Context: an optimization exercise on an open-source flow, tuned for small area. The choices shown serve that exercise and are no tape-out recipe.
Only the layout flow was run in this run; the RTL was not checked for function there.
The flow treats the clock pin as an ideal source, which a real chip does not have.
Power figures rest on the tool's default switching activity, not on a simulated workload.

$ cat design/flow/design.v
module half_adder(input wire a, input wire b, output wire s, output wire co);
    assign s  = a ^ b;
    assign co = a & b;
endmodule
module full_adder(input wire a, input wire b, input wire ci, output wire s, output wire co);
    assign s  = a ^ b ^ ci;
    assign co = (a & b) | (a & ci) | (b & ci);
endmodule
module booth_sel(input wire one, input wire two, input wire neg, input wire a, input wire am1, output wire x);
    assign x = ((one & a) | (two & am1)) ^ neg;
endmodule
module booth_sel1(input wire one, input wire neg, input wire a, output wire x);
    assign x = (one & a) ^ neg;
endmodule
module booth_selm(input wire one, input wire two, input wire neg, input wire a, output wire xn);
    assign xn = ~(((one | two) & a) ^ neg);
endmodule
module multi16x16(
    input   wire            a_signed,
    input   wire            b_signed,
    input   wire    [15:0]  mula,
    input   wire    [15:0]  mulb,
    output  wire    [31:0]  out
);
    wire a_top = a_signed & mula[15];
    wire b_top = b_signed & mulb[15];
    wire one0 = mulb[0];
    wire two0 = mulb[1] & ~mulb[0];
    wire neg0 = mulb[1];
    wire n1;
    assign n1 = (one0 & mula[0]) ^ neg0;
    wire n2;
    assign n2 = ((one0 & mula[1]) | (two0 & mula[0])) ^ neg0;
    wire n3;
    assign n3 = ((one0 & mula[2]) | (two0 & mula[1])) ^ neg0;
    wire n4;
    assign n4 = ((one0 & mula[3]) | (two0 & mula[2])) ^ neg0;
    wire n5;
    assign n5 = ((one0 & mula[4]) | (two0 & mula[3])) ^ neg0;
    wire n6;
    assign n6 = ((one0 & mula[5]) | (two0 & mula[4])) ^ neg0;
    wire n7;
    assign n7 = ((one0 & mula[6]) | (two0 & mula[5])) ^ neg0;
    wire n8;
    assign n8 = ((one0 & mula[7]) | (two0 & mula[6])) ^ neg0;
    wire n9;
    assign n9 = ((one0 & mula[8]) | (two0 & mula[7])) ^ neg0;
    wire n10;
    assign n10 = ((one0 & mula[9]) | (two0 & mula[8])) ^ neg0;
    wire n11;
    assign n11 = ((one0 & mula[10]) | (two0 & mula[9])) ^ neg0;
    wire n12;
    assign n12 = ((one0 & mula[11]) | (two0 & mula[10])) ^ neg0;
    wire n13;
    assign n13 = ((one0 & mula[12]) | (two0 & mula[11])) ^ neg0;
    wire n14;
    assign n14 = ((one0 & mula[13]) | (two0 & mula[12])) ^ neg0;
    wire n15;
    assign n15 = ((one0 & mula[14]) | (two0 & mula[13])) ^ neg0;
    wire n16;
    assign n16 = ((one0 & mula[15]) | (two0 & mula[14])) ^ neg0;
    wire n17;
    assign n17 = ((one0 & a_top) | (two0 & mula[15])) ^ neg0;
    wire n18;
    assign n18 = ~(((one0 | two0) & a_top) ^ neg0);
    wire one1 = mulb[2] ^ mulb[1];
    wire two1 = (mulb[3] & ~mulb[2] & ~mulb[1]) | (~mulb[3] & mulb[2] & mulb[1]);
    wire neg1 = mulb[3];
    wire n19;
    assign n19 = (one1 & mula[0]) ^ neg1;
    wire n20;
    assign n20 = ((one1 & mula[1]) | (two1 & mula[0])) ^ neg1;
    wire n21;
    assign n21 = ((one1 & mula[2]) | (two1 & mula[1])) ^ neg1;
    wire n22;
    assign n22 = ((one1 & mula[3]) | (two1 & mula[2])) ^ neg1;
    wire n23;
    assign n23 = ((one1 & mula[4]) | (two1 & mula[3])) ^ neg1;
    wire n24;
    assign n24 = ((one1 & mula[5]) | (two1 & mula[4])) ^ neg1;
    wire n25;
    assign n25 = ((one1 & mula[6]) | (two1 & mula[5])) ^ neg1;
    wire n26;
    assign n26 = ((one1 & mula[7]) | (two1 & mula[6])) ^ neg1;
    wire n27;
    assign n27 = ((one1 & mula[8]) | (two1 & mula[7])) ^ neg1;
    wire n28;
    assign n28 = ((one1 & mula[9]) | (two1 & mula[8])) ^ neg1;
    wire n29;
    assign n29 = ((one1 & mula[10]) | (two1 & mula[9])) ^ neg1;
    wire n30;
    assign n30 = ((one1 & mula[11]) | (two1 & mula[10])) ^ neg1;
    wire n31;
    assign n31 = ((one1 & mula[12]) | (two1 & mula[11])) ^ neg1;
    wire n32;
    assign n32 = ((one1 & mula[13]) | (two1 & mula[12])) ^ neg1;
    wire n33;
    assign n33 = ((one1 & mula[14]) | (two1 & mula[13])) ^ neg1;
    wire n34;
    assign n34 = ((one1 & mula[15]) | (two1 & mula[14])) ^ neg1;
    wire n35;
    assign n35 = ((one1 & a_top) | (two1 & mula[15])) ^ neg1;
    wire n36;
    assign n36 = ~(((one1 | two1) & a_top) ^ neg1);
    wire one2 = mulb[4] ^ mulb[3];
    wire two2 = (mulb[5] & ~mulb[4] & ~mulb[3]) | (~mulb[5] & mulb[4] & mulb[3]);
    wire neg2 = mulb[5];
    wire n37;
    assign n37 = (one2 & mula[0]) ^ neg2;
    wire n38;
    assign n38 = ((one2 & mula[1]) | (two2 & mula[0])) ^ neg2;
    wire n39;
    assign n39 = ((one2 & mula[2]) | (two2 & mula[1])) ^ neg2;
    wire n40;
    assign n40 = ((one2 & mula[3]) | (two2 & mula[2])) ^ neg2;
    wire n41;
    assign n41 = ((one2 & mula[4]) | (two2 & mula[3])) ^ neg2;
    wire n42;
    assign n42 = ((one2 & mula[5]) | (two2 & mula[4])) ^ neg2;
    wire n43;
    assign n43 = ((one2 & mula[6]) | (two2 & mula[5])) ^ neg2;
    wire n44;
    assign n44 = ((one2 & mula[7]) | (two2 & mula[6])) ^ neg2;
    wire n45;
    assign n45 = ((one2 & mula[8]) | (two2 & mula[7])) ^ neg2;
    wire n46;
    assign n46 = ((one2 & mula[9]) | (two2 & mula[8])) ^ neg2;
    wire n47;
    assign n47 = ((one2 & mula[10]) | (two2 & mula[9])) ^ neg2;
    wire n48;
    assign n48 = ((one2 & mula[11]) | (two2 & mula[10])) ^ neg2;
    wire n49;
    assign n49 = ((one2 & mula[12]) | (two2 & mula[11])) ^ neg2;
    wire n50;
    assign n50 = ((one2 & mula[13]) | (two2 & mula[12])) ^ neg2;
    wire n51;
    assign n51 = ((one2 & mula[14]) | (two2 & mula[13])) ^ neg2;
    wire n52;
    assign n52 = ((one2 & mula[15]) | (two2 & mula[14])) ^ neg2;
    wire n53;
    assign n53 = ((one2 & a_top) | (two2 & mula[15])) ^ neg2;
    wire n54;
    assign n54 = ~(((one2 | two2) & a_top) ^ neg2);
    wire one3 = mulb[6] ^ mulb[5];
    wire two3 = (mulb[7] & ~mulb[6] & ~mulb[5]) | (~mulb[7] & mulb[6] & mulb[5]);
    wire neg3 = mulb[7];
    wire n55;
    assign n55 = (one3 & mula[0]) ^ neg3;
    wire n56;
    assign n56 = ((one3 & mula[1]) | (two3 & mula[0])) ^ neg3;
    wire n57;
    assign n57 = ((one3 & mula[2]) | (two3 & mula[1])) ^ neg3;
    wire n58;
    assign n58 = ((one3 & mula[3]) | (two3 & mula[2])) ^ neg3;
    wire n59;
    assign n59 = ((one3 & mula[4]) | (two3 & mula[3])) ^ neg3;
    wire n60;
    assign n60 = ((one3 & mula[5]) | (two3 & mula[4])) ^ neg3;
    wire n61;
    assign n61 = ((one3 & mula[6]) | (two3 & mula[5])) ^ neg3;
    wire n62;
    assign n62 = ((one3 & mula[7]) | (two3 & mula[6])) ^ neg3;
    wire n63;
    assign n63 = ((one3 & mula[8]) | (two3 & mula[7])) ^ neg3;
    wire n64;
    assign n64 = ((one3 & mula[9]) | (two3 & mula[8])) ^ neg3;
    wire n65;
    assign n65 = ((one3 & mula[10]) | (two3 & mula[9])) ^ neg3;
    wire n66;
    assign n66 = ((one3 & mula[11]) | (two3 & mula[10])) ^ neg3;
    wire n67;
    assign n67 = ((one3 & mula[12]) | (two3 & mula[11])) ^ neg3;
    wire n68;
    assign n68 = ((one3 & mula[13]) | (two3 & mula[12])) ^ neg3;
    wire n69;
    assign n69 = ((one3 & mula[14]) | (two3 & mula[13])) ^ neg3;
    wire n70;
    assign n70 = ((one3 & mula[15]) | (two3 & mula[14])) ^ neg3;
    wire n71;
    assign n71 = ((one3 & a_top) | (two3 & mula[15])) ^ neg3;
    wire n72;
    assign n72 = ~(((one3 | two3) & a_top) ^ neg3);
    wire one4 = mulb[8] ^ mulb[7];
    wire two4 = (mulb[9] & ~mulb[8] & ~mulb[7]) | (~mulb[9] & mulb[8] & mulb[7]);
    wire neg4 = mulb[9];
    wire n73;
    assign n73 = (one4 & mula[0]) ^ neg4;
    wire n74;
    assign n74 = ((one4 & mula[1]) | (two4 & mula[0])) ^ neg4;
    wire n75;
    assign n75 = ((one4 & mula[2]) | (two4 & mula[1])) ^ neg4;
    wire n76;
    assign n76 = ((one4 & mula[3]) | (two4 & mula[2])) ^ neg4;
    wire n77;
    assign n77 = ((one4 & mula[4]) | (two4 & mula[3])) ^ neg4;
    wire n78;
    assign n78 = ((one4 & mula[5]) | (two4 & mula[4])) ^ neg4;
    wire n79;
    assign n79 = ((one4 & mula[6]) | (two4 & mula[5])) ^ neg4;
    wire n80;
    assign n80 = ((one4 & mula[7]) | (two4 & mula[6])) ^ neg4;
    wire n81;
    assign n81 = ((one4 & mula[8]) | (two4 & mula[7])) ^ neg4;
    wire n82;
    assign n82 = ((one4 & mula[9]) | (two4 & mula[8])) ^ neg4;
    wire n83;
    assign n83 = ((one4 & mula[10]) | (two4 & mula[9])) ^ neg4;
    wire n84;
    assign n84 = ((one4 & mula[11]) | (two4 & mula[10])) ^ neg4;
    wire n85;
    assign n85 = ((one4 & mula[12]) | (two4 & mula[11])) ^ neg4;
    wire n86;
    assign n86 = ((one4 & mula[13]) | (two4 & mula[12])) ^ neg4;
    wire n87;
    assign n87 = ((one4 & mula[14]) | (two4 & mula[13])) ^ neg4;
    wire n88;
    assign n88 = ((one4 & mula[15]) | (two4 & mula[14])) ^ neg4;
    wire n89;
    assign n89 = ((one4 & a_top) | (two4 & mula[15])) ^ neg4;
    wire n90;
    assign n90 = ~(((one4 | two4) & a_top) ^ neg4);
    wire one5 = mulb[10] ^ mulb[9];
    wire two5 = (mulb[11] & ~mulb[10] & ~mulb[9]) | (~mulb[11] & mulb[10] & mulb[9]);
    wire neg5 = mulb[11];
    wire n91;
    assign n91 = (one5 & mula[0]) ^ neg5;
    wire n92;
    assign n92 = ((one5 & mula[1]) | (two5 & mula[0])) ^ neg5;
    wire n93;
    assign n93 = ((one5 & mula[2]) | (two5 & mula[1])) ^ neg5;
    wire n94;
    assign n94 = ((one5 & mula[3]) | (two5 & mula[2])) ^ neg5;
    wire n95;
    assign n95 = ((one5 & mula[4]) | (two5 & mula[3])) ^ neg5;
    wire n96;
    assign n96 = ((one5 & mula[5]) | (two5 & mula[4])) ^ neg5;
    wire n97;
    assign n97 = ((one5 & mula[6]) | (two5 & mula[5])) ^ neg5;
    wire n98;
    assign n98 = ((one5 & mula[7]) | (two5 & mula[6])) ^ neg5;
    wire n99;
    assign n99 = ((one5 & mula[8]) | (two5 & mula[7])) ^ neg5;
    wire n100;
    assign n100 = ((one5 & mula[9]) | (two5 & mula[8])) ^ neg5;
    wire n101;
    assign n101 = ((one5 & mula[10]) | (two5 & mula[9])) ^ neg5;
    wire n102;
    assign n102 = ((one5 & mula[11]) | (two5 & mula[10])) ^ neg5;
    wire n103;
    assign n103 = ((one5 & mula[12]) | (two5 & mula[11])) ^ neg5;
    wire n104;
    assign n104 = ((one5 & mula[13]) | (two5 & mula[12])) ^ neg5;
    wire n105;
    assign n105 = ((one5 & mula[14]) | (two5 & mula[13])) ^ neg5;
    wire n106;
    assign n106 = ((one5 & mula[15]) | (two5 & mula[14])) ^ neg5;
    wire n107;
    assign n107 = ((one5 & a_top) | (two5 & mula[15])) ^ neg5;
    wire n108;
    assign n108 = ~(((one5 | two5) & a_top) ^ neg5);
    wire one6 = mulb[12] ^ mulb[11];
    wire two6 = (mulb[13] & ~mulb[12] & ~mulb[11]) | (~mulb[13] & mulb[12] & mulb[11]);
    wire neg6 = mulb[13];
    wire n109;
    assign n109 = (one6 & mula[0]) ^ neg6;
    wire n110;
    assign n110 = ((one6 & mula[1]) | (two6 & mula[0])) ^ neg6;
    wire n111;
    assign n111 = ((one6 & mula[2]) | (two6 & mula[1])) ^ neg6;
    wire n112;
    assign n112 = ((one6 & mula[3]) | (two6 & mula[2])) ^ neg6;
    wire n113;
    assign n113 = ((one6 & mula[4]) | (two6 & mula[3])) ^ neg6;
    wire n114;
    assign n114 = ((one6 & mula[5]) | (two6 & mula[4])) ^ neg6;
    wire n115;
    assign n115 = ((one6 & mula[6]) | (two6 & mula[5])) ^ neg6;
    wire n116;
    assign n116 = ((one6 & mula[7]) | (two6 & mula[6])) ^ neg6;
    wire n117;
    assign n117 = ((one6 & mula[8]) | (two6 & mula[7])) ^ neg6;
    wire n118;
    assign n118 = ((one6 & mula[9]) | (two6 & mula[8])) ^ neg6;
    wire n119;
    assign n119 = ((one6 & mula[10]) | (two6 & mula[9])) ^ neg6;
    wire n120;
    assign n120 = ((one6 & mula[11]) | (two6 & mula[10])) ^ neg6;
    wire n121;
    assign n121 = ((one6 & mula[12]) | (two6 & mula[11])) ^ neg6;
    wire n122;
    assign n122 = ((one6 & mula[13]) | (two6 & mula[12])) ^ neg6;
    wire n123;
    assign n123 = ((one6 & mula[14]) | (two6 & mula[13])) ^ neg6;
    wire n124;
    assign n124 = ((one6 & mula[15]) | (two6 & mula[14])) ^ neg6;
    wire n125;
    assign n125 = ((one6 & a_top) | (two6 & mula[15])) ^ neg6;
    wire n126;
    assign n126 = ~(((one6 | two6) & a_top) ^ neg6);
    wire one7 = mulb[14] ^ mulb[13];
    wire two7 = (mulb[15] & ~mulb[14] & ~mulb[13]) | (~mulb[15] & mulb[14] & mulb[13]);
    wire neg7 = mulb[15];
    wire n127;
    assign n127 = (one7 & mula[0]) ^ neg7;
    wire n128;
    assign n128 = ((one7 & mula[1]) | (two7 & mula[0])) ^ neg7;
    wire n129;
    assign n129 = ((one7 & mula[2]) | (two7 & mula[1])) ^ neg7;
    wire n130;
    assign n130 = ((one7 & mula[3]) | (two7 & mula[2])) ^ neg7;
    wire n131;
    assign n131 = ((one7 & mula[4]) | (two7 & mula[3])) ^ neg7;
    wire n132;
    assign n132 = ((one7 & mula[5]) | (two7 & mula[4])) ^ neg7;
    wire n133;
    assign n133 = ((one7 & mula[6]) | (two7 & mula[5])) ^ neg7;
    wire n134;
    assign n134 = ((one7 & mula[7]) | (two7 & mula[6])) ^ neg7;
    wire n135;
    assign n135 = ((one7 & mula[8]) | (two7 & mula[7])) ^ neg7;
    wire n136;
    assign n136 = ((one7 & mula[9]) | (two7 & mula[8])) ^ neg7;
    wire n137;
    assign n137 = ((one7 & mula[10]) | (two7 & mula[9])) ^ neg7;
    wire n138;
    assign n138 = ((one7 & mula[11]) | (two7 & mula[10])) ^ neg7;
    wire n139;
    assign n139 = ((one7 & mula[12]) | (two7 & mula[11])) ^ neg7;
    wire n140;
    assign n140 = ((one7 & mula[13]) | (two7 & mula[12])) ^ neg7;
    wire n141;
    assign n141 = ((one7 & mula[14]) | (two7 & mula[13])) ^ neg7;
    wire n142;
    assign n142 = ((one7 & mula[15]) | (two7 & mula[14])) ^ neg7;
    wire n143;
    assign n143 = ((one7 & a_top) | (two7 & mula[15])) ^ neg7;
    wire n144;
    assign n144 = ~(((one7 | two7) & a_top) ^ neg7);
    wire one8 = mulb[15] & ~b_top;
    wire n145;
    assign n145 = one8 & mula[0];
    wire n146;
    assign n146 = one8 & mula[1];
    wire n147;
    assign n147 = one8 & mula[2];
    wire n148;
    assign n148 = one8 & mula[3];
    wire n149;
    assign n149 = one8 & mula[4];
    wire n150;
    assign n150 = one8 & mula[5];
    wire n151;
    assign n151 = one8 & mula[6];
    wire n152;
    assign n152 = one8 & mula[7];
    wire n153;
    assign n153 = one8 & mula[8];
    wire n154;
    assign n154 = one8 & mula[9];
    wire n155;
    assign n155 = one8 & mula[10];
    wire n156;
    assign n156 = one8 & mula[11];
    wire n157;
    assign n157 = one8 & mula[12];
    wire n158;
    assign n158 = one8 & mula[13];
    wire n159;
    assign n159 = one8 & mula[14];
    wire n160;
    assign n160 = one8 & mula[15];
    wire n161, n162;
    half_adder ha1 (.a(neg0), .b(n1), .s(n161), .co(n162));
    wire n163, n164;
    half_adder ha2 (.a(n2), .b(n162), .s(n163), .co(n164));
    wire n165, n166;
    full_adder fa1 (.a(neg1), .b(n3), .ci(n19), .s(n165), .co(n166));
    wire n167, n168;
    half_adder ha3 (.a(n164), .b(n165), .s(n167), .co(n168));
    wire n169, n170;
    full_adder fa2 (.a(n4), .b(n20), .ci(n166), .s(n169), .co(n170));
    wire n171, n172;
    half_adder ha4 (.a(n168), .b(n169), .s(n171), .co(n172));
    wire n173, n174;
    full_adder fa3 (.a(neg2), .b(n5), .ci(n21), .s(n173), .co(n174));
    wire n175, n176;
    full_adder fa4 (.a(n37), .b(n173), .ci(n170), .s(n175), .co(n176));
    wire n177, n178;
    half_adder ha5 (.a(n172), .b(n175), .s(n177), .co(n178));
    wire n179, n180;
    full_adder fa5 (.a(n6), .b(n22), .ci(n38), .s(n179), .co(n180));
    wire n181, n182;
    full_adder fa6 (.a(n174), .b(n179), .ci(n176), .s(n181), .co(n182));
    wire n183, n184;
    half_adder ha6 (.a(n178), .b(n181), .s(n183), .co(n184));
    wire n185, n186;
    full_adder fa7 (.a(neg3), .b(n7), .ci(n23), .s(n185), .co(n186));
    wire n187, n188;
    full_adder fa8 (.a(n39), .b(n55), .ci(n180), .s(n187), .co(n188));
    wire n189, n190;
    full_adder fa9 (.a(n185), .b(n187), .ci(n182), .s(n189), .co(n190));
    wire n191, n192;
    half_adder ha7 (.a(n184), .b(n189), .s(n191), .co(n192));
    wire n193, n194;
    full_adder fa10 (.a(n8), .b(n24), .ci(n40), .s(n193), .co(n194));
    wire n195, n196;
    full_adder fa11 (.a(n56), .b(n186), .ci(n193), .s(n195), .co(n196));
    wire n197, n198;
    full_adder fa12 (.a(n188), .b(n195), .ci(n190), .s(n197), .co(n198));
    wire n199, n200;
    full_adder fa13 (.a(neg4), .b(n9), .ci(n25), .s(n199), .co(n200));
    wire n201, n202;
    full_adder fa14 (.a(n41), .b(n57), .ci(n73), .s(n201), .co(n202));
    wire n203, n204;
    full_adder fa15 (.a(n194), .b(n199), .ci(n201), .s(n203), .co(n204));
    wire n205, n206;
    half_adder ha8 (.a(n196), .b(n203), .s(n205), .co(n206));
    wire n207, n208;
    full_adder fa16 (.a(n10), .b(n26), .ci(n42), .s(n207), .co(n208));
    wire n209, n210;
    full_adder fa17 (.a(n58), .b(n74), .ci(n200), .s(n209), .co(n210));
    wire n211, n212;
    full_adder fa18 (.a(n202), .b(n207), .ci(n209), .s(n211), .co(n212));
    wire n213, n214;
    full_adder fa19 (.a(n204), .b(n211), .ci(n206), .s(n213), .co(n214));
    wire n215, n216;
    full_adder fa20 (.a(neg5), .b(n11), .ci(n27), .s(n215), .co(n216));
    wire n217, n218;
    full_adder fa21 (.a(n43), .b(n59), .ci(n75), .s(n217), .co(n218));
    wire n219, n220;
    full_adder fa22 (.a(n91), .b(n208), .ci(n215), .s(n219), .co(n220));
    wire n221, n222;
    full_adder fa23 (.a(n217), .b(n210), .ci(n219), .s(n221), .co(n222));
    wire n223, n224;
    full_adder fa24 (.a(n212), .b(n221), .ci(n214), .s(n223), .co(n224));
    wire n225, n226;
    full_adder fa25 (.a(n12), .b(n28), .ci(n44), .s(n225), .co(n226));
    wire n227, n228;
    full_adder fa26 (.a(n60), .b(n76), .ci(n92), .s(n227), .co(n228));
    wire n229, n230;
    full_adder fa27 (.a(n216), .b(n218), .ci(n225), .s(n229), .co(n230));
    wire n231, n232;
    full_adder fa28 (.a(n227), .b(n220), .ci(n229), .s(n231), .co(n232));
    wire n233, n234;
    half_adder ha9 (.a(n222), .b(n231), .s(n233), .co(n234));
    wire n235, n236;
    full_adder fa29 (.a(neg6), .b(n13), .ci(n29), .s(n235), .co(n236));
    wire n237, n238;
    full_adder fa30 (.a(n45), .b(n61), .ci(n77), .s(n237), .co(n238));
    wire n239, n240;
    full_adder fa31 (.a(n93), .b(n109), .ci(n226), .s(n239), .co(n240));
    wire n241, n242;
    full_adder fa32 (.a(n228), .b(n235), .ci(n237), .s(n241), .co(n242));
    wire n243, n244;
    full_adder fa33 (.a(n239), .b(n230), .ci(n241), .s(n243), .co(n244));
    wire n245, n246;
    full_adder fa34 (.a(n232), .b(n243), .ci(n234), .s(n245), .co(n246));
    wire n247, n248;
    full_adder fa35 (.a(n14), .b(n30), .ci(n46), .s(n247), .co(n248));
    wire n249, n250;
    full_adder fa36 (.a(n62), .b(n78), .ci(n94), .s(n249), .co(n250));
    wire n251, n252;
    full_adder fa37 (.a(n110), .b(n236), .ci(n238), .s(n251), .co(n252));
    wire n253, n254;
    full_adder fa38 (.a(n247), .b(n249), .ci(n240), .s(n253), .co(n254));
    wire n255, n256;
    full_adder fa39 (.a(n242), .b(n251), .ci(n253), .s(n255), .co(n256));
    wire n257, n258;
    half_adder ha10 (.a(n244), .b(n255), .s(n257), .co(n258));
    wire n259, n260;
    full_adder fa40 (.a(neg7), .b(n15), .ci(n31), .s(n259), .co(n260));
    wire n261, n262;
    full_adder fa41 (.a(n47), .b(n63), .ci(n79), .s(n261), .co(n262));
    wire n263, n264;
    full_adder fa42 (.a(n95), .b(n111), .ci(n127), .s(n263), .co(n264));
    wire n265, n266;
    full_adder fa43 (.a(n248), .b(n250), .ci(n259), .s(n265), .co(n266));
    wire n267, n268;
    full_adder fa44 (.a(n261), .b(n263), .ci(n252), .s(n267), .co(n268));
    wire n269, n270;
    full_adder fa45 (.a(n265), .b(n254), .ci(n267), .s(n269), .co(n270));
    wire n271, n272;
    full_adder fa46 (.a(n256), .b(n269), .ci(n258), .s(n271), .co(n272));
    wire n273, n274;
    full_adder fa47 (.a(n16), .b(n32), .ci(n48), .s(n273), .co(n274));
    wire n275, n276;
    full_adder fa48 (.a(n64), .b(n80), .ci(n96), .s(n275), .co(n276));
    wire n277, n278;
    full_adder fa49 (.a(n112), .b(n128), .ci(n260), .s(n277), .co(n278));
    wire n279, n280;
    full_adder fa50 (.a(n262), .b(n264), .ci(n273), .s(n279), .co(n280));
    wire n281, n282;
    full_adder fa51 (.a(n275), .b(n277), .ci(n266), .s(n281), .co(n282));
    wire n283, n284;
    full_adder fa52 (.a(n279), .b(n268), .ci(n281), .s(n283), .co(n284));
    wire n285, n286;
    half_adder ha11 (.a(n270), .b(n283), .s(n285), .co(n286));
    wire n287, n288;
    full_adder fa53 (.a(n17), .b(n33), .ci(n49), .s(n287), .co(n288));
    wire n289, n290;
    full_adder fa54 (.a(n65), .b(n81), .ci(n97), .s(n289), .co(n290));
    wire n291, n292;
    full_adder fa55 (.a(n113), .b(n129), .ci(n145), .s(n291), .co(n292));
    wire n293, n294;
    full_adder fa56 (.a(n274), .b(n276), .ci(n287), .s(n293), .co(n294));
    wire n295, n296;
    full_adder fa57 (.a(n289), .b(n291), .ci(n278), .s(n295), .co(n296));
    wire n297, n298;
    full_adder fa58 (.a(n280), .b(n293), .ci(n295), .s(n297), .co(n298));
    wire n299, n300;
    full_adder fa59 (.a(n282), .b(n297), .ci(n284), .s(n299), .co(n300));
    wire n301 = ~n18;
    wire n302, n303;
    full_adder fa60 (.a(n34), .b(n50), .ci(n66), .s(n302), .co(n303));
    wire n304, n305;
    full_adder fa61 (.a(n82), .b(n98), .ci(n114), .s(n304), .co(n305));
    wire n306, n307;
    full_adder fa62 (.a(n130), .b(n146), .ci(n301), .s(n306), .co(n307));
    wire n308, n309;
    full_adder fa63 (.a(n288), .b(n290), .ci(n292), .s(n308), .co(n309));
    wire n310, n311;
    full_adder fa64 (.a(n302), .b(n304), .ci(n306), .s(n310), .co(n311));
    wire n312, n313;
    full_adder fa65 (.a(n294), .b(n308), .ci(n310), .s(n312), .co(n313));
    wire n314, n315;
    full_adder fa66 (.a(n296), .b(n312), .ci(n298), .s(n314), .co(n315));
    wire n316 = ~n35;
    wire n317, n318;
    full_adder fa67 (.a(n51), .b(n67), .ci(n83), .s(n317), .co(n318));
    wire n319, n320;
    full_adder fa68 (.a(n99), .b(n115), .ci(n131), .s(n319), .co(n320));
    wire n321, n322;
    full_adder fa69 (.a(n147), .b(n18), .ci(n316), .s(n321), .co(n322));
    wire n323, n324;
    full_adder fa70 (.a(n303), .b(n305), .ci(n307), .s(n323), .co(n324));
    wire n325, n326;
    full_adder fa71 (.a(n317), .b(n319), .ci(n321), .s(n325), .co(n326));
    wire n327, n328;
    full_adder fa72 (.a(n309), .b(n311), .ci(n323), .s(n327), .co(n328));
    wire n329, n330;
    full_adder fa73 (.a(n325), .b(n313), .ci(n327), .s(n329), .co(n330));
    wire n331, n332;
    full_adder fa74 (.a(n36), .b(n52), .ci(n68), .s(n331), .co(n332));
    wire n333, n334;
    full_adder fa75 (.a(n84), .b(n100), .ci(n116), .s(n333), .co(n334));
    wire n335, n336;
    full_adder fa76 (.a(n132), .b(n148), .ci(n35), .s(n335), .co(n336));
    wire n337, n338;
    full_adder fa77 (.a(n318), .b(n320), .ci(n322), .s(n337), .co(n338));
    wire n339, n340;
    full_adder fa78 (.a(n331), .b(n333), .ci(n335), .s(n339), .co(n340));
    wire n341, n342;
    full_adder fa79 (.a(n324), .b(n326), .ci(n337), .s(n341), .co(n342));
    wire n343, n344;
    full_adder fa80 (.a(n339), .b(n328), .ci(n341), .s(n343), .co(n344));
    wire n345 = ~n53;
    wire n346, n347;
    full_adder fa81 (.a(n69), .b(n85), .ci(n101), .s(n346), .co(n347));
    wire n348, n349;
    full_adder fa82 (.a(n117), .b(n133), .ci(n149), .s(n348), .co(n349));
    wire n350, n351;
    full_adder fa83 (.a(n345), .b(n332), .ci(n334), .s(n350), .co(n351));
    wire n352, n353;
    full_adder fa84 (.a(n336), .b(n346), .ci(n348), .s(n352), .co(n353));
    wire n354, n355;
    full_adder fa85 (.a(n338), .b(n340), .ci(n350), .s(n354), .co(n355));
    wire n356, n357;
    full_adder fa86 (.a(n352), .b(n342), .ci(n354), .s(n356), .co(n357));
    wire n358, n359;
    full_adder fa87 (.a(n54), .b(n70), .ci(n86), .s(n358), .co(n359));
    wire n360, n361;
    full_adder fa88 (.a(n102), .b(n118), .ci(n134), .s(n360), .co(n361));
    wire n362, n363;
    full_adder fa89 (.a(n150), .b(n53), .ci(n347), .s(n362), .co(n363));
    wire n364, n365;
    full_adder fa90 (.a(n349), .b(n358), .ci(n360), .s(n364), .co(n365));
    wire n366, n367;
    full_adder fa91 (.a(n351), .b(n362), .ci(n353), .s(n366), .co(n367));
    wire n368, n369;
    full_adder fa92 (.a(n364), .b(n355), .ci(n366), .s(n368), .co(n369));
    wire n370 = ~n71;
    wire n371, n372;
    full_adder fa93 (.a(n87), .b(n103), .ci(n119), .s(n371), .co(n372));
    wire n373, n374;
    full_adder fa94 (.a(n135), .b(n151), .ci(n370), .s(n373), .co(n374));
    wire n375, n376;
    full_adder fa95 (.a(n359), .b(n361), .ci(n371), .s(n375), .co(n376));
    wire n377, n378;
    full_adder fa96 (.a(n373), .b(n363), .ci(n365), .s(n377), .co(n378));
    wire n379, n380;
    full_adder fa97 (.a(n375), .b(n367), .ci(n377), .s(n379), .co(n380));
    wire n381, n382;
    full_adder fa98 (.a(n72), .b(n88), .ci(n104), .s(n381), .co(n382));
    wire n383, n384;
    full_adder fa99 (.a(n120), .b(n136), .ci(n152), .s(n383), .co(n384));
    wire n385, n386;
    full_adder fa100 (.a(n71), .b(n372), .ci(n374), .s(n385), .co(n386));
    wire n387, n388;
    full_adder fa101 (.a(n381), .b(n383), .ci(n376), .s(n387), .co(n388));
    wire n389, n390;
    full_adder fa102 (.a(n385), .b(n378), .ci(n387), .s(n389), .co(n390));
    wire n391 = ~n89;
    wire n392, n393;
    full_adder fa103 (.a(n105), .b(n121), .ci(n137), .s(n392), .co(n393));
    wire n394, n395;
    full_adder fa104 (.a(n153), .b(n391), .ci(n382), .s(n394), .co(n395));
    wire n396, n397;
    full_adder fa105 (.a(n384), .b(n392), .ci(n386), .s(n396), .co(n397));
    wire n398, n399;
    full_adder fa106 (.a(n394), .b(n396), .ci(n388), .s(n398), .co(n399));
    wire n400, n401;
    full_adder fa107 (.a(n90), .b(n106), .ci(n122), .s(n400), .co(n401));
    wire n402, n403;
    full_adder fa108 (.a(n138), .b(n154), .ci(n89), .s(n402), .co(n403));
    wire n404, n405;
    full_adder fa109 (.a(n393), .b(n400), .ci(n402), .s(n404), .co(n405));
    wire n406, n407;
    full_adder fa110 (.a(n395), .b(n404), .ci(n397), .s(n406), .co(n407));
    wire n408 = ~n107;
    wire n409, n410;
    full_adder fa111 (.a(n123), .b(n139), .ci(n155), .s(n409), .co(n410));
    wire n411, n412;
    full_adder fa112 (.a(n408), .b(n401), .ci(n403), .s(n411), .co(n412));
    wire n413, n414;
    full_adder fa113 (.a(n409), .b(n405), .ci(n411), .s(n413), .co(n414));
    wire n415, n416;
    full_adder fa114 (.a(n108), .b(n124), .ci(n140), .s(n415), .co(n416));
    wire n417, n418;
    full_adder fa115 (.a(n156), .b(n107), .ci(n410), .s(n417), .co(n418));
    wire n419, n420;
    full_adder fa116 (.a(n415), .b(n412), .ci(n417), .s(n419), .co(n420));
    wire n421 = ~n125;
    wire n422, n423;
    full_adder fa117 (.a(n141), .b(n157), .ci(n421), .s(n422), .co(n423));
    wire n424, n425;
    full_adder fa118 (.a(n416), .b(n422), .ci(n418), .s(n424), .co(n425));
    wire n426, n427;
    full_adder fa119 (.a(n126), .b(n142), .ci(n158), .s(n426), .co(n427));
    wire n428, n429;
    full_adder fa120 (.a(n125), .b(n423), .ci(n426), .s(n428), .co(n429));
    wire n430 = ~n143;
    wire n431, n432;
    full_adder fa121 (.a(n159), .b(n430), .ci(n427), .s(n431), .co(n432));
    wire n433, n434;
    full_adder fa122 (.a(n144), .b(n160), .ci(n143), .s(n433), .co(n434));
    wire n435, n436;
    half_adder ha12 (.a(n192), .b(n197), .s(n435), .co(n436));
    wire n437, n438;
    half_adder ha13 (.a(n198), .b(n205), .s(n437), .co(n438));
    wire n439, n440;
    half_adder ha14 (.a(n224), .b(n233), .s(n439), .co(n440));
    wire n441, n442;
    half_adder ha15 (.a(n246), .b(n257), .s(n441), .co(n442));
    wire n443, n444;
    half_adder ha16 (.a(n272), .b(n285), .s(n443), .co(n444));
    wire n445, n446;
    half_adder ha17 (.a(n286), .b(n299), .s(n445), .co(n446));
    wire n447, n448;
    half_adder ha18 (.a(n300), .b(n314), .s(n447), .co(n448));
    wire n449, n450;
    half_adder ha19 (.a(n315), .b(n329), .s(n449), .co(n450));
    wire n451, n452;
    half_adder ha20 (.a(n330), .b(n343), .s(n451), .co(n452));
    wire n453, n454;
    half_adder ha21 (.a(n344), .b(n356), .s(n453), .co(n454));
    wire n455, n456;
    half_adder ha22 (.a(n357), .b(n368), .s(n455), .co(n456));
    wire n457, n458;
    half_adder ha23 (.a(n369), .b(n379), .s(n457), .co(n458));
    wire n459, n460;
    half_adder ha24 (.a(n380), .b(n389), .s(n459), .co(n460));
    wire n461, n462;
    half_adder ha25 (.a(n390), .b(n398), .s(n461), .co(n462));
    wire n463, n464;
    half_adder ha26 (.a(n399), .b(n406), .s(n463), .co(n464));
    wire n465, n466;
    half_adder ha27 (.a(n407), .b(n413), .s(n465), .co(n466));
    wire n467, n468;
    half_adder ha28 (.a(n414), .b(n419), .s(n467), .co(n468));
    wire n469, n470;
    half_adder ha29 (.a(n420), .b(n424), .s(n469), .co(n470));
    wire n471, n472;
    half_adder ha30 (.a(n425), .b(n428), .s(n471), .co(n472));
    wire n473, n474;
    half_adder ha31 (.a(n429), .b(n431), .s(n473), .co(n474));
    wire n475, n476;
    half_adder ha32 (.a(n432), .b(n433), .s(n475), .co(n476));
    wire n477 = n438 | (n437 & n436);
    wire n478 = n437 & n435;
    wire n479 = n223 & n213;
    wire n480 = n245 & n440;
    wire n481 = n245 & n439;
    wire n482 = n271 & n442;
    wire n483 = n271 & n441;
    wire n484 = n446 | (n445 & n444);
    wire n485 = n445 & n443;
    wire n486 = n450 | (n449 & n448);
    wire n487 = n449 & n447;
    wire n488 = n454 | (n453 & n452);
    wire n489 = n453 & n451;
    wire n490 = n458 | (n457 & n456);
    wire n491 = n457 & n455;
    wire n492 = n462 | (n461 & n460);
    wire n493 = n461 & n459;
    wire n494 = n466 | (n465 & n464);
    wire n495 = n465 & n463;
    wire n496 = n470 | (n469 & n468);
    wire n497 = n469 & n467;
    wire n498 = n474 | (n473 & n472);
    wire n499 = n473 & n471;
    wire n500 = n479 & n477;
    wire n501 = n479 & n478;
    wire n502 = n482 | (n483 & n480);
    wire n503 = n483 & n481;
    wire n504 = n486 | (n487 & n484);
    wire n505 = n487 & n485;
    wire n506 = n490 | (n491 & n488);
    wire n507 = n491 & n489;
    wire n508 = n494 | (n495 & n492);
    wire n509 = n495 & n493;
    wire n510 = n498 | (n499 & n496);
    wire n511 = n499 & n497;
    wire n512 = n502 | (n503 & n500);
    wire n513 = n503 & n501;
    wire n514 = n506 | (n507 & n504);
    wire n515 = n507 & n505;
    wire n516 = n510 | (n511 & n508);
    wire n517 = n511 & n509;
    wire n518 = n514 | (n515 & n512);
    wire n519 = n515 & n513;
    wire n520 = n516 | (n517 & n518);
    wire n521 = n517 & n519;
    wire n522 = n504 | (n505 & n512);
    wire n523 = n505 & n513;
    wire n524 = n508 | (n509 & n518);
    wire n525 = n509 & n519;
    wire n526 = n480 | (n481 & n500);
    wire n527 = n481 & n501;
    wire n528 = n484 | (n485 & n512);
    wire n529 = n485 & n513;
    wire n530 = n488 | (n489 & n522);
    wire n531 = n489 & n523;
    wire n532 = n492 | (n493 & n518);
    wire n533 = n493 & n519;
    wire n534 = n496 | (n497 & n524);
    wire n535 = n497 & n525;
    wire n536 = n213 & n477;
    wire n537 = n213 & n478;
    wire n538 = n440 | (n439 & n500);
    wire n539 = n439 & n501;
    wire n540 = n442 | (n441 & n526);
    wire n541 = n441 & n527;
    wire n542 = n444 | (n443 & n512);
    wire n543 = n443 & n513;
    wire n544 = n448 | (n447 & n528);
    wire n545 = n447 & n529;
    wire n546 = n452 | (n451 & n522);
    wire n547 = n451 & n523;
    wire n548 = n456 | (n455 & n530);
    wire n549 = n455 & n531;
    wire n550 = n460 | (n459 & n518);
    wire n551 = n459 & n519;
    wire n552 = n464 | (n463 & n532);
    wire n553 = n463 & n533;
    wire n554 = n468 | (n467 & n524);
    wire n555 = n467 & n525;
    wire n556 = n472 | (n471 & n534);
    wire n557 = n471 & n535;
    wire n558 = n476 | (n475 & n520);
    wire n559 = n475 & n521;
    wire n560 = n437 ^ n436;
    wire n561 = n213 ^ n477;
    wire n562 = n223 ^ n536;
    wire n563 = n439 ^ n500;
    wire n564 = n245 ^ n538;
    wire n565 = n441 ^ n526;
    wire n566 = n271 ^ n540;
    wire n567 = n443 ^ n512;
    wire n568 = n445 ^ n542;
    wire n569 = n447 ^ n528;
    wire n570 = n449 ^ n544;
    wire n571 = n451 ^ n522;
    wire n572 = n453 ^ n546;
    wire n573 = n455 ^ n530;
    wire n574 = n457 ^ n548;
    wire n575 = n459 ^ n518;
    wire n576 = n461 ^ n550;
    wire n577 = n463 ^ n532;
    wire n578 = n465 ^ n552;
    wire n579 = n467 ^ n524;
    wire n580 = n469 ^ n554;
    wire n581 = n471 ^ n534;
    wire n582 = n473 ^ n556;
    wire n583 = n475 ^ n520;
    assign out[0] = n161;  
    assign out[1] = n163;  
    assign out[2] = n167;  
    assign out[3] = n171;  
    assign out[4] = n177;  
    assign out[5] = n183;  
    assign out[6] = n191;  
    assign out[7] = n435;  
    assign out[8] = n560;  
    assign out[9] = n561;  
    assign out[10] = n562;  
    assign out[11] = n563;  
    assign out[12] = n564;  
    assign out[13] = n565;  
    assign out[14] = n566;  
    assign out[15] = n567;  
    assign out[16] = n568;  
    assign out[17] = n569;  
    assign out[18] = n570;  
    assign out[19] = n571;  
    assign out[20] = n572;  
    assign out[21] = n573;  
    assign out[22] = n574;  
    assign out[23] = n575;  
    assign out[24] = n576;  
    assign out[25] = n577;  
    assign out[26] = n578;  
    assign out[27] = n579;  
    assign out[28] = n580;  
    assign out[29] = n581;  
    assign out[30] = n582;  
    assign out[31] = n583;  
endmodule
module mul16_top(
    input   wire            clk,
    input   wire            a_signed,
    input   wire            b_signed,
    input   wire    [15:0]  mula,
    input   wire    [15:0]  mulb,
    output  reg     [31:0]  p
);
reg             a_signed_q, b_signed_q;
reg     [15:0]  mula_q, mulb_q;
wire    [31:0]  prod;
always @(posedge clk) begin
    a_signed_q <= a_signed;
    b_signed_q <= b_signed;
    mula_q     <= mula;
    mulb_q     <= mulb;
    p          <= prod;
end
multi16x16 mult(
    .a_signed(a_signed_q),
    .b_signed(b_signed_q),
    .mula(mula_q),
    .mulb(mulb_q),
    .out(prod)
);
endmodule
$ cat design/flow/flow/run.sh
#!/bin/bash
# The standard layout (standard.sh, synthesis unchanged) with these changes:
#  - before floorplan, combinational cells that synthesis upsized are swapped
#    back to their smallest drive strength (flow/downsize.tcl); the standard
#    repair steps add drive back where slew, capacitance or timing need it;
#  - global placement is not timing-driven (no rebuffering there); the
#    synthesis buffers are still removed before it (flow/unbuffer.tcl);
#  - the port buffers inserted before global placement are buf_1 instead of
#    the resizer's default choice;
#  - clock tree synthesis uses clkbuf_4 buffers and adds no dummy loads; after
#    it, a clock buffer driving 10 or more pins becomes a clkbuf_8
#    (flow/cts_fix.tcl) to keep clock-pin slews low.
# The full output of the make run goes to standard.log here; ORFS keeps each
# step's own log under orfs/logs/.
set -euo pipefail
here=$(pwd)
export BUFFER_PORTS_ARGS="-buffer_cell sky130_fd_sc_hd__buf_1"
export CTS_ARGS="-sink_clustering_enable -repair_clock_nets -dont_use_dummy_load -sink_clustering_size 12 -root_buf sky130_fd_sc_hd__clkbuf_4 -buf_list {sky130_fd_sc_hd__clkbuf_4}"
export PRE_FLOORPLAN_TCL="$here/flow/downsize.tcl"
export POST_CTS_TCL="$here/flow/cts_fix.tcl"
export PRE_GLOBAL_PLACE_TCL="$here/flow/unbuffer.tcl"
export CTS_FIX_MIN_SINKS=10
bash standard.sh > standard.log 2>&1
$ cat design/flow/flow/cts_fix.tcl
# POST_CTS hook: a clkbuf_4 clock buffer that drives many flip-flops is
# swapped for a clkbuf_8 so that every clock pin's slew stays well inside the
# limit; the placement is then legalized again.
set db [ord::get_db]
set block [[$db getChip] getBlock]
set big [$db findMaster sky130_fd_sc_hd__clkbuf_8]
set n 0
foreach inst [$block getInsts] {
  if {[[$inst getMaster] getName] != "sky130_fd_sc_hd__clkbuf_4"} { continue }
  set out [$inst findITerm X]
  set net [$out getNet]
  if {$net == "NULL"} { continue }
  set sinks [expr {[llength [$net getITerms]] - 1}]
  if {$sinks >= $::env(CTS_FIX_MIN_SINKS)} {
    puts "clock buffer [$inst getName] drives $sinks pins: clkbuf_8"
    $inst swapMaster $big
    incr n
  }
}
puts "upsized $n clock buffers"
if {$n > 0} {
  detailed_placement
  check_placement -verbose
  estimate_parasitics -placement
}
$ cat design/flow/flow/downsize.tcl
# PRE_FLOORPLAN hook: swap every combinational cell that synthesis upsized
# (drive strength 2 or more) back to its smallest variant of the same
# function; buffers, clock cells, flip-flops and adder cells are left alone.
# The standard flow's later repair steps add drive back where slew,
# capacitance or timing need it.
set db [ord::get_db]
set block [[$db getChip] getBlock]
set n 0
foreach inst [$block getInsts] {
  set m [[$inst getMaster] getName]
  if {![regexp {^sky130_fd_sc_hd__([a-z0-9]+)_([0-9]+)$} $m -> base drive]} { continue }
  if {$drive < 2} { continue }
  if {[regexp {^(buf|clkbuf|clkinv|dfxtp|fa|ha|conb|dly|clkdly)} $base]} { continue }
  foreach d {1 0} {
    set new [$db findMaster sky130_fd_sc_hd__${base}_$d]
    if {$new != "NULL"} {
      puts "downsize [$inst getName] $m -> sky130_fd_sc_hd__${base}_$d"
      $inst swapMaster $new
      incr n
      break
    }
  }
}
puts "downsized $n instances"
$ cat design/flow/flow/unbuffer.tcl
# PRE_GLOBAL_PLACE hook: remove the buffers synthesis inserted, as the
# standard flow does when global placement is timing-driven; the standard
# repair_design step after placement adds back the buffers that slew,
# capacitance or fanout limits need.
remove_buffers
$ cat design/flow/standard.sh
#!/bin/bash
# synth_recipe.tcl (not shown) runs the flow's synth.tcl, then flattens the netlist and writes it again
# the make line also repeats each setting of config.mk as NAME=value (left out here)
make -C /OpenROAD-flow-scripts/flow DESIGN_CONFIG=/design/flow/config.mk WORK_HOME=/design/flow/orfs CLKGATE_MAP_FILE= SYNTH_SCRIPT=/design/flow/synth_recipe.tcl "${@:-finish}"
$ cat design/flow/config.mk
export PLATFORM = sky130hd
export DESIGN_NAME = mul16_top
export DESIGN_NICKNAME = mul16_top
export VERILOG_FILES = /design/flow/design.v
export SDC_FILE = /design/flow/constraint.sdc
export NUM_CORES = 4
export LEC_CHECK = 0
export ABC_AREA = 1
export CAP_MARGIN = 20
export CORE_MARGIN = 2
export CORE_UTILIZATION = 55
export CTS_BUF_LIST = sky130_fd_sc_hd__clkbuf_4 sky130_fd_sc_hd__clkbuf_8
export CTS_CLUSTER_SIZE = 16
export GPL_TIMING_DRIVEN = 0
export SLEW_MARGIN = 20
export SYNTH_HIERARCHICAL = 1
$ cat design/flow/constraint.sdc
create_clock -name core_clock -period 6.5 [get_ports {clk}]
set_input_delay 1.3000 -clock core_clock [delete_from_list [all_inputs] [get_ports {clk}]]
set_output_delay 1.3000 -clock core_clock [all_outputs]
set_load 0.01 [all_outputs]
==> impl_metrics.env <==
export IMPL_drt_wl_total_um=17910
export IMPL_drt_pass1_iterations=5
export IMPL_place_congestion=0.8676
export IMPL_io_pins=67
export IMPL_rows=43
export IMPL_slew_headroom_pct=42.52
export IMPL_die_width_um=123.4
export IMPL_ir_worst_vdd_v=0.0004533
export IMPL_synthesis_nets=992
export IMPL_vias_per_cell=5.857
export IMPL_maxUsedRoutingLayer="met4"
export IMPL_synth_warnings=7
export IMPL_vias=5646
export IMPL_cp_max_fo=17
export IMPL_drc=0
export IMPL_postRouteAntennaNets=0
export IMPL_post_route_worst_setup_slack_ps=472.7
export IMPL_max_cap_violations=0
export IMPL_dieArea_um2=15230
export IMPL_fin_cells=964
export IMPL_dp_cells=954
export IMPL_io_buffers=66
export IMPL_die_h_um=123.4
export IMPL_critPathTopFamily="adder cells"
export IMPL_clk_pin_slew_worst_paths_ps=100
export IMPL_overflow=0
export IMPL_grt_first_pass_wirelength_um=29460
export IMPL_dp_hpwl_um=13080
export IMPL_leakage_uw=0.003307
export IMPL_finalHoldViolations=0
export IMPL_period_minus_slack_ps=6027
export IMPL_clock_skew_ps=38.63
export IMPL_critical_path_max_stage_delay_ps=440
export IMPL_arrival_ps=6410
export IMPL_core_region_area_um2=13880
export IMPL_hold_class="flip-flop to flip-flop"
export IMPL_rsz0062_at_grt="false"
export IMPL_start_util_pct=56.50
export IMPL_r2r_slack_ps=470
export IMPL_finalSetupViolCount=0
export IMPL_crit_required_ps=6890
export IMPL_power_density_nw_per_um2=623.3
export IMPL_grt_pass1_vias=5646
export IMPL_place_ws_ps=-403.5
export IMPL_path_class="flip-flop to flip-flop"
export IMPL_cts_tree="done"
export IMPL_finalMaxSlewViolations=0
export IMPL_num_nets_final=986
export IMPL_fmax_ghz=0.1659
export IMPL_finalCritPeriodShare_pct=92.73
export IMPL_synthCells=791
export IMPL_tightest_slew_ps=853.2
export IMPL_dr_wl_met3_um=1245
export IMPL_insertion_delay_ps=450
export IMPL_cpMaxStageDelayCell="clkinv_1"
export IMPL_path_common_cell="nand2_1"
export IMPL_critPathCaptureType="flip-flop"
export IMPL_grt_use_total_pct=25.49
export IMPL_grt_max_degree=24
export IMPL_drive_above_1_share_pct=3.321
export IMPL_antenna_found_initial=1
export IMPL_path_buf_inv=1
export IMPL_outcome="complete, no violations"
export IMPL_drt_wirelength_per_cell_um=18.58
export IMPL_nFillCells=1268
export IMPL_wl_met1_um=8005
export IMPL_cts_sinks=66
export IMPL_drt_initial_drc_count=474
export IMPL_start_kind="flip-flop"
export IMPL_met2_length_um=8417
==> placed cells by master (no fill, tap or decap), drive strengths merged, types with 2 or more instances in the layout <==
cell type and count:
dfxtp 66, ha 44, a21o 2, buf 67, fa 122, nand2 52, clkbuf 9, xnor2 10
a21oi 13, nor2 50, o22ai 127, nand3 6, nand4 2, inv 36, o21ai 11, clkinv 17
a211oi 7, xor2 135
==> report_power, final <==
part,total (uW),leakage (uW),internal (uW),switching [uW]
registers,674,0.000557,622,51.6
logic,4000,0.00270,1800,2200
clock network,222,0.0000466,77.0,145
==> path summary, 6_finish.rpt <==
check                 start    end  cells past startpoint
setup reg to reg  mulb_q[0]  p[30]                     25
hold / removal    mulb_q[1]   p[0]                      1
setup / recovery  mulb_q[0]  p[30]                     25
hold reg to reg   mulb_q[1]   p[0]                      1
==> registers in the layout, summed over array words and instances (netlist names) <==
| register | cells |
|---|---|
| b_signed_q | 1 |
| mula_q | 16 |
| a_signed_q | 1 |
| p | 32 |
| mulb_q | 16 |
==> final cells by class <==
| cell class | count | area, um^2 | share of cell area, % |
|---|---|---|---|
| sequential | 66 | 1334 | 16.98 |
| multi-input combinational | 588 | 5759 | 73.32 |
| antenna | 1 | 2.502 | 0.03186 |
| inverter | 53 | 198.9 | 2.533 |
| tap | 180 | 225.2 | 2.867 |
| clock buffer | 9 | 80.08 | 1.019 |
| timing repair buffer | 67 | 255.2 | 3.249 |
==> per-stage QoR <==
step | hold WS [ps] | TNS, ps | util (%) | area, um^2 | total power, uW
5_1_grt | 850.8 | 0 | 56.59 | 7855 | 5588
2_1_floorplan | 592.1 | 0 | - | 7843 | 5214
3_3_place_gp | 1069 | -1554 | 55.56 | 7712 | 4574
3_5_place_dp | 1052 | -2169 | 55.73 | 7736 | 4724
6_report | 799.1 | 0 | 56.59 | 7855 | 4896
==> metal layers <==
metal | GRT usage (%) | vias up
met5 | 0 | -
met4 | 7.386 | 0
met3 | 4.613 | 14
met2 | 40.28 | 207
met1 | 35.94 | 2828
li1 | - | 2597

afterwards: timing with drivers on the ports:
The flow's constraints put no driver on any port. The routed layout listed below was extracted and timed again, unchanged, in two steps.
Step 1 sets driving cells, clkbuf_16 on the clock port and buf_2 on the other inputs (assumed; they add their load-dependent delay and slew).
Step 2 moves the port delays by t, midway between the first and last clock arrival at a register: inputs arrive t later, outputs are due t later. That takes back most of the time a late clock gives input paths.
Slacks: no drivers / after step 1 / after step 2; pairs: no drivers / after step 1.
t, ns: 0.467
setup slack, ns: 0.473 / 0.473 / 0.473
hold WS [ns]: 0.799 / 0.799 / 0.799
latest minus earliest clock arrival (ns): 0.039 / 0.039
cell pins on the clock port's net: 1
After both steps setup and hold are still met in this run. For this run, drivers alone change the setup slack by 0.000 ns; drivers and shift together by 0.000 ns.
